Context: an optimization exercise on an open-source flow, tuned for small area, a short achievable clock period and few clock cycles per item. The choices shown serve that exercise and are no tape-out recipe.
Only simulation tests tie the RTL to the original design; equivalence was not proved.

`design/flow/config.mk`:
```
export PLATFORM = sky130hd
export DESIGN_NAME = MyDesign
export DESIGN_NICKNAME = MyDesign
export VERILOG_FILES = /design/flow/design.v
export SDC_FILE = /design/flow/constraint.sdc
export NUM_CORES = 4
export LEC_CHECK = 0
export CAP_MARGIN = 20
export CORE_MARGIN = 2
export CORE_UTILIZATION = 40
export SLEW_MARGIN = 20
```
`design/flow/constraint.sdc`:
```
create_clock -name core_clock -period 6.5 [get_ports {clk}]
set_input_delay 1.3000 -clock core_clock [delete_from_list [all_inputs] [get_ports {clk}]]
set_output_delay 1.3000 -clock core_clock [all_outputs]
set_load 0.01 [all_outputs]
```
`design/flow/design.v`:
```
module MyDesign
(
	input wire			go,		 
	output reg			busy,	 
	input wire 			reset,		 
	input wire			clk,		 
	output reg signed [15:0]	write_data,
	output reg [11:0]	write_address,
	output reg 			write_enable,
	output reg [11:0]	read_input_address,	 
	input wire [15:0]	read_input_data,	 
	output reg [11:0]	read_weight_address,	 
	input wire [15:0]	read_weight_data	 
);
	reg [7:0]			size_count;				 
	reg signed [15:0]	current_data;			 
	reg signed [15:0]	current_weight;			 
    reg [15:0]       	mult_counter_up;		 
	reg [7:0]       	convolution_counter_up;	 
	reg signed [15:0]	accumulator;		 
	reg [3:0]		current_state;				 
	reg [3:0]		next_state;					 
	reg [1:0]    	data_input_enable;			 
	reg [1:0]		weight_input_enable;		 
    reg [1:0]       finish_sum_mult_sel;         
    reg [1:0]		counter_mux_sel;			 
	reg [1:0]		counter_convolution_sel;	 
	reg [1:0]		address_input_mux_sel;		 
	reg [1:0]		address_weight_mux_sel;		 
	reg [1:0]		size_count_mux_sel;			 
	reg [1:0]       ref_mux_sel;                 
	reg [1:0]		accum_n_enable;				 
	reg [9:0]		reference_address;			 
   	wire signed [7:0] 	input_n0 , input_n1; 	 
   	wire signed [1:0]	weight_n0, weight_n1;	 
	wire signed [10:0]	input_mul_weight;		 
	wire [7:0]      	weight_selector;         
	assign input_n1 = current_data[15:8];
	assign input_n0 = current_data[7:0];
	assign weight_selector = {{mult_counter_up[15:2] & 14'b0} , mult_counter_up[1:0]};
	assign {weight_n1,weight_n0} = current_weight >> 4*weight_selector; 
	assign input_mul_weight = input_n1 *weight_n1 + input_n0*weight_n0;
	localparam s0  = 3'b000;
	localparam s1  = 3'b001;
	localparam s2  = 3'b010;
	localparam s3  = 3'b011;
	localparam s4  = 3'b100;
	localparam s5  = 3'b101;
	localparam s6  = 3'b110;
	localparam s7  = 3'b111;
	localparam s8  = 4'b1000;
	always @(posedge clk or negedge reset) begin
		if (!reset)
			current_state <= 4'b0;
		else
			current_state <= next_state;
	end
	always @(*) begin
		casex (current_state)
			s0 : begin								 
                data_input_enable = 2'b0;            
                weight_input_enable = 2'b0;          
                accum_n_enable  = 2'b0;              
                counter_mux_sel = 2'b0;              
				counter_convolution_sel = 2'b0;		 
                address_input_mux_sel = 2'b0;        
                address_weight_mux_sel = 2'b0;       
                size_count_mux_sel = 2'b0;           
                ref_mux_sel  = 2'b0;                 
                finish_sum_mult_sel = 2'b00;         
				busy = 1'b0;
				if (go == 1'b1)
					next_state = s1;
				else
					next_state = s0;
			end
			s1 : begin								 
                data_input_enable = 2'b01;           
                weight_input_enable = 2'b01;         
                accum_n_enable  = 2'b00;              
                counter_mux_sel = 2'b10;             
				counter_convolution_sel = 2'b10;	 
                address_input_mux_sel = 2'b00;       
                address_weight_mux_sel = 2'b00;      
                size_count_mux_sel = 2'b01;          
                ref_mux_sel  = 2'b01;                
                finish_sum_mult_sel = 2'b00;          
				busy = 1'b1;
				next_state 	= s2;
			end
			s2 : begin                               
                data_input_enable = 2'b10;           
                weight_input_enable = 2'b10;         
                accum_n_enable  = 2'b10;             
                counter_mux_sel = 2'b10;             
				counter_convolution_sel = 2'b10;	 
                address_input_mux_sel = 2'b01;        
                address_weight_mux_sel = 2'b01;       
                size_count_mux_sel = 2'b10;          
                ref_mux_sel  = 2'b11;                
                finish_sum_mult_sel = 2'b00;          
				busy = 1'b1;
				next_state 	= s3;
			end
			s3 : begin
                data_input_enable = 2'b01;           
                weight_input_enable = 2'b01;         
				accum_n_enable  = 2'b10;             
				counter_mux_sel = 2'b10;             
				counter_convolution_sel = 2'b10;	 
                address_input_mux_sel = 2'b11;        
                address_weight_mux_sel = 2'b11;       
				size_count_mux_sel = 2'b10;          
				ref_mux_sel  = 2'b11;                
				finish_sum_mult_sel = 2'b10;          
				busy = 1'b1;
				next_state 	= s4;
			end
			s4 : begin								 
                data_input_enable = 2'b01;           
                weight_input_enable = 2'b01;         
				accum_n_enable  = 2'b10;             
				counter_mux_sel = 2'b10;             
				counter_convolution_sel = 2'b10;	 
                address_input_mux_sel = 2'b11;        
                address_weight_mux_sel = 2'b11;       
				size_count_mux_sel = 2'b10;          
				ref_mux_sel  = 2'b11;                
				finish_sum_mult_sel = 2'b10;          
				busy = 1'b1;
				next_state 	= s5;
			end
			s5 : begin
				data_input_enable = 2'b10;           
                weight_input_enable = 2'b10;         
				accum_n_enable  = 2'b01;             
				counter_mux_sel = 2'b01;             
				counter_convolution_sel = 2'b01;	 
				size_count_mux_sel = 2'b10;          
				ref_mux_sel  = 2'b11;                
				finish_sum_mult_sel = 2'b10;          
				busy = 1'b1;
				if (weight_selector == 8'b00000011) 		 
				    address_weight_mux_sel = 2'b10;      	 
				else
					address_weight_mux_sel = 2'b11;      	 
				if (2*(convolution_counter_up) < size_count-2)		 
					begin	
				    	address_input_mux_sel = 2'b10;       
						next_state = s3;
					end
				else
					begin
						if ( (2*mult_counter_up)+2 == (size_count*size_count) )	 
								address_input_mux_sel = 2'b10;       
						else	
								address_input_mux_sel = 2'b01;        
						begin		
							next_state = s6;					
						end
					end
			end
			s6 : begin			 
				accum_n_enable  = 2'b00;             
				counter_mux_sel = 2'b10;             
				counter_convolution_sel = 2'b00;	 
                address_input_mux_sel = 2'b11;        
                address_weight_mux_sel = 2'b11;       
				size_count_mux_sel = 2'b10;          
				ref_mux_sel  = 2'b11;                
				finish_sum_mult_sel = 2'b01;          
				busy = 1'b1;
			if ( (2*mult_counter_up) == (size_count*size_count) )	 
				begin
					data_input_enable = 2'b00;           
                	weight_input_enable = 2'b00;         
					next_state = s7;					 
				end
			else
				begin
					data_input_enable = 2'b10;           
                	weight_input_enable = 2'b10;         
					next_state = s4;					 
				end
			end
			s7 : begin  
				data_input_enable = 2'b10;           
                weight_input_enable = 2'b10;         
			    accum_n_enable  = 2'b00;             
				counter_mux_sel = 2'b00;             
				counter_convolution_sel = 2'b00;	 
                address_input_mux_sel = 2'b10;       
                address_weight_mux_sel = 2'b10;      
                size_count_mux_sel = 2'b01;          
                ref_mux_sel  = 2'b10;                
				finish_sum_mult_sel = 2'b10;         
				busy = 1'b1;
				if(read_input_data[7:0]== 8'b11111111)	 
					next_state 	= s8;
				else
					begin
						next_state = s3;
					end
			end
			s8 : begin  
				data_input_enable = 2'b10;           
                weight_input_enable = 2'b10;         
			    accum_n_enable  = 2'b10;             
				counter_mux_sel = 2'b10;             
				counter_convolution_sel = 2'b10;	 
				address_input_mux_sel = 2'b11;       
                address_weight_mux_sel = 2'b11;      
				size_count_mux_sel = 2'b10;          
                ref_mux_sel  = 2'b11;                
				finish_sum_mult_sel = 2'b10;         
				busy = 1'b0;
				next_state 	= s0;
			end
			default : begin
                data_input_enable = 2'b0;            
                weight_input_enable = 2'b0;          
                accum_n_enable  = 2'b0;              
                counter_mux_sel = 2'b0;              
				counter_convolution_sel = 2'b00;	 
                address_input_mux_sel = 2'b0;        
                address_weight_mux_sel = 2'b0;       
                size_count_mux_sel = 2'b0;           
                ref_mux_sel  = 2'b0;                 
                finish_sum_mult_sel = 2'b00;          
                busy = 1'b1;
				next_state 	= s0;
			end
		endcase 
	end
	always @(posedge clk) 
    begin
			if (data_input_enable == 2'b0) 
				current_data <= 16'b0;               
			else if (data_input_enable == 2'b01)
				current_data <= read_input_data;     
			else if (data_input_enable == 2'b10)
				current_data <= current_data;        
	end
    always @(posedge clk) 
    begin
			if (weight_input_enable == 2'b0) 
				current_weight <= 16'b0;             
			else if (weight_input_enable == 2'b01)
				current_weight <= read_weight_data;  
    		else if (weight_input_enable == 2'b10)
				current_weight <= current_weight;    
	end
	always @(posedge clk) 
	begin
			if (accum_n_enable == 2'b0)
				accumulator <= 16'b0;							 
			else if (accum_n_enable == 2'b01)
				accumulator <= accumulator + input_mul_weight;	 
			else if(accum_n_enable == 2'b10)
				accumulator <= accumulator;						 
	end
	always @(posedge clk) 
	begin
			if (counter_mux_sel == 2'b0)
				mult_counter_up <= 16'b0;					 
			else if (counter_mux_sel == 2'b01)
				mult_counter_up <= mult_counter_up + 8'b01;	 
			else if (counter_mux_sel == 2'b10)
				mult_counter_up <= mult_counter_up;			 
    end	
	always @(posedge clk) 
	begin
			if (counter_convolution_sel == 2'b0)
				convolution_counter_up <= 8'b0;								 
			else if (counter_convolution_sel == 2'b01)
				convolution_counter_up <= convolution_counter_up + 8'b01;	 
			else if (counter_convolution_sel == 2'b10)
				convolution_counter_up <= convolution_counter_up;			 
    end	
	always @(posedge clk) 
	begin
			if (size_count_mux_sel == 2'b0)			 
				size_count <= 8'b0;
			else if (size_count_mux_sel == 2'b01)	 
				size_count <= read_input_data[7:0];
			else if (size_count_mux_sel == 2'b10)	 
				size_count <= size_count;
	end
	always @(posedge clk) 
	begin
			if (ref_mux_sel == 2'b00)	        		 
				reference_address <= 10'b0;
			else if (ref_mux_sel == 2'b01)	             
				reference_address <= reference_address + 1'b1;
			else if (ref_mux_sel == 2'b10)	             
				reference_address <= reference_address + (size_count>>1) + 1'b1;
			else if (ref_mux_sel == 2'b11)	             
				reference_address <= reference_address;
	end
	always @(posedge clk) 
	begin
			if (address_input_mux_sel == 2'b00)
                read_input_address <= 11'b0;                           
            else if (address_input_mux_sel == 2'b01)
				read_input_address <= reference_address;               
			else if (address_input_mux_sel == 2'b10)
				read_input_address <= read_input_address + 1'b1;     
			else if (address_input_mux_sel == 2'b11)
				read_input_address <= read_input_address;            
	end
	always @(posedge clk) 
	begin
			if (address_weight_mux_sel == 2'b00)
				read_weight_address <= 11'b0;                         
			else if (address_weight_mux_sel == 2'b01)
				read_weight_address <= reference_address;             
            else if (address_weight_mux_sel == 2'b10)
				read_weight_address <= read_weight_address + 1'b1;  
			else if (address_weight_mux_sel == 2'b11)
				read_weight_address <= read_weight_address;          
	end
    always@(posedge clk)
    begin
        if (finish_sum_mult_sel == 2'b0 )begin			 
            write_enable = 1'b0;
            write_address = 12'b111111111111;   
            write_data = 16'b0;
		end
        else if (finish_sum_mult_sel == 2'b01 )begin	 
            	write_enable = 1'b1;
            	write_address = write_address + 1'b1;
           		write_data = accumulator;
		end
		else if(finish_sum_mult_sel == 2'b10 )			 
		begin
			write_enable = 1'b0;
			write_address = write_address;
			write_data = write_data; 
		end
    end
endmodule	 
```
`design/flow/run.sh`:
```
#!/bin/bash
# synth_recipe.tcl (not shown) runs the flow's synth.tcl, then flattens the netlist and writes it again
# the make line also repeats each setting of config.mk as NAME=value (left out here)
make -C /OpenROAD-flow-scripts/flow DESIGN_CONFIG=/design/flow/config.mk WORK_HOME=/design/flow/orfs CLKGATE_MAP_FILE= SYNTH_SCRIPT=/design/flow/synth_recipe.tcl finish
```
==> out/qor.yml <==
status: "complete, no violations"
place_congestion: 0.8958
synth_area_um2: 10770
grt_max_degree: 33
drcViolationCount: 0
avgSynthCellArea_um2: 8.700
die_x_um: 168.1
worst_pin_slew_ns: 0.8942
synthCells: 1238
synth_seq_cells: 147
rows: 60
drive_above_1_share_pct: 6.283
fmax_ghz: 0.1646
cts_tree: "yes"
clk_pin_slew_ns: 0.07
dp_hpwl_um: 20260
path_class: "reg2reg"
fin_crit_sh_pct: 93.48
core_area_um2: 26730
io-pin-count: 89
yosysTopAreaCell: "dfxtp_1"
r2r-start: "size_count[7]"
clk_path_buf_depth: 2
gr-total-overflow: 0
antenna_found_initial: 2
dr_total_vias: 9111
area_growth_pct: 17.38
final_area_um2: 12640
cp.arrival_ns: 6.40
slew_violations: 0
grt_pass1_vias: 9070
yosysMostFrequentCell: "dfxtp_1"
synthArstFlopShare_pct: 2.721
ant_nets: 0
synth_edf_count: 0
root_buffer: "clkbuf_16"
firstDrtPassIters: 5
cp_max_fo: 27
hold_start: "current_weight[9]"
port-buffer-count: 88
dr.first_iter.drc_count: 585
synth.top_cell.area_share_pct: 26.58
cp-start-kind: "register"
yosysSeqAreaShare_pct: 27.51
initial_core_util_pct: 40.30
ys_warn_count: 1
routed_wl_um: 27230
syn_nets: 1405
synth_ff_type: "dfxtp_1"
cts_made_buffers: 17
via_per_inst: 5.482
crit_start: "size_count[7]"
antenna_cells: 0
htreeDepth: 4
ys_top_cells_by_area: "dfxtp_1, fa_1, ha_1"
n_fill_cell: 2588
grt_pass1_wl_um: 45750
fin_setup_tns_ns: 0
die_h_um: 168.1
endpoint_kind: "register"
required_ns: 6.82
track_usage_pct: 19.88
synth_common_cells: "dfxtp_1, nor2_1, nand2_1"
period_needed_ns: 6.076
dieArea_um2: 28250
clock_skew_ns: 0.01611
finalNetCount: 1475
relSlewSlack_pct: 40.39
fin_ws_ns: 0.4235
ys_types: 76
clk_latency_ns: 0.44
dpl-instance-area_um2: 11980
wire_per_inst_um: 16.39
setup_viol: 0
detailedPlace.worstSlack_ns: 0.03619
cts.sinks: 147
rsz0062_at_grt: "false"
cap_viol_max_count: 0
hp-class: "reg2reg"
finalHoldViolations: 0
flip-flops by register name, summed over array words and instances (netlist names):
name and cells:
read_input_address 12, current_data 16, write_address 12, accumulator 16, mult_counter_up 16, reference_address 10, current_state 4, size_count 8
write_data 16, write_enable 1, read_weight_address 12, convolution_counter_up 8, current_weight 16
final timing paths:
check                                         to  slack (ns)  cells past startpoint
setup / recovery           read_input_address[9]        0.42                     21
hold / removal                 current_weight[9]        0.47                      1
setup reg to reg           read_input_address[9]        0.42                     21
hold reg to reg                current_weight[9]        0.47                      1
max in group asynchronous       current_state[0]        5.27                      1
min in group asynchronous       current_state[3]        1.06                      1
per-stage QoR:
step / hold slack (ns) / utilization [%] / cells
final: 0.4708 / 47.30 / 1662
after global routing: 0.4916 / 47.30 / 1662
after CTS: 0.4737 / 47.03 / 1659
after detailed placement: 0.4545 / 44.84 / 1627
after global placement: 0.4540 / 44.84 / 1627
after floorplan: 0.4369 / - / 1238
timing repair:
| action | in CTS | in global routing |
|---|---|---|
| setup buffers | 0 | 2 |
| hold buffers | 0 | 0 |
| setup endpoints to repair | 0 | 10 |
| resized for setup | 0 | 10 |
final cells by class:
| class | instances | area, µm² | area share [%] |
|---|---|---|---|
| timing repair buffer | 111 | 1065 | 8.422 |
| clock buffer | 17 | 425.4 | 3.365 |
| clock inverter | 15 | 161.4 | 1.277 |
| multi-input combinational | 954 | 7310 | 57.82 |
| inverter | 77 | 289.0 | 2.286 |
| tap | 341 | 426.7 | 3.375 |
| sequential | 147 | 2965 | 23.46 |
per-layer routing:
| metal | up-vias | share of wire, % | wire length (µm) | global-route usage (%) |
|---|---|---|---|---|
| met2 | 165 | 48 | 13170 | 33.35 |
| met1 | 4383 | 46 | 12560 | 26.35 |
| met3 | 34 | 3.9 | 1075 | 3.409 |
| li1 | 4527 | - | - | - |
| met5 | - | 0.040 | 11 | 0 |
| met4 | 2 | 1.5 | 412 | 5.885 |
placed cells by master, fill, tap and decap left out, types with 6 or more instances in the layout:
cell type / count
xnor2_1: 44
ha_1: 75
a22oi_1: 18
and2_1: 26
o21ai_0: 46
o22ai_1: 11
fa_1: 55
a21o_1: 21
nand2b_1: 25
nor2_1: 105
inv_1: 77
nand4_1: 20
a211o_1: 6
nor3_1: 30
dfxtp_1: 141
nor2b_1: 9
xor2_1: 43
a211oi_1: 14
mux2i_1: 32
nand3_1: 26
o21a_1: 8
o21bai_1: 8
clkdlybuf4s50_1: 88
buf_4: 21
clkbuf_16: 17
nand2_1: 104
a31oi_1: 9
a22o_1: 38
a21oi_1: 63
o211ai_1: 9
and3_1: 21
nor4_1: 7
logic make-up after synthesis:
family	share of synthesized area [%]
buffers and inverters	5.030
flip-flops	27.51
adder cells (fa/ha/maj)	19.17
AO/OA/AOI/OAI	19.04
XOR/XNOR	7.284
AND/OR/NAND/NOR	18.05
multiplexers	3.915
worst max-delay path, stage by stage (launching register included):
cell	delay [ns]
dfxtp_1	0.46
nand2_1	0.12
fa_1	0.54
fa_1	0.52
fa_1	0.55
inv_1	0.05
fa_1	0.41
ha_1	0.35
a21o_1	0.23
a2111oi_0	0.46
a311oi_1	0.13
and2_1	0.23
a22o_1	0.21
mux2i_1	0.27
o41ai_4	0.16
a211oi_2	0.34
ha_1	0.22
buf_6	0.21
nor2_1	0.06
a22o_1	0.19
a22oi_1	0.18
nor2_1	0.06
Testbench counts, summed over its fixed seeds: cycles 128,942, macs 85,808.

==> static timing again, ports no longer ideal <==
The results above use ideal ports. As a check the final layout listed here was re-extracted and re-timed, cells and wires unchanged.
Step 1: set_driving_cell puts a clkbuf_16 on clk and a buf_2 on each other input, an assumption about the parent block.
Step 2 times the ports against the registers' clock, not the clock port: input delays grow and output delays shrink by t, the midpoint of the rising clock arrivals with the driver on.
Slacks: ideal ports / drivers / drivers and shift; pairs: ideal ports / drivers.
t (ns): 0.478
setup slack, ns: 0.424 / 0.424 / 0.424
worst slew at a driven data input, ns: 0.07
After both steps setup and hold are still met in this run. For this run, drivers alone change the setup slack by 0.000 ns; drivers and shift together by 0.000 ns.
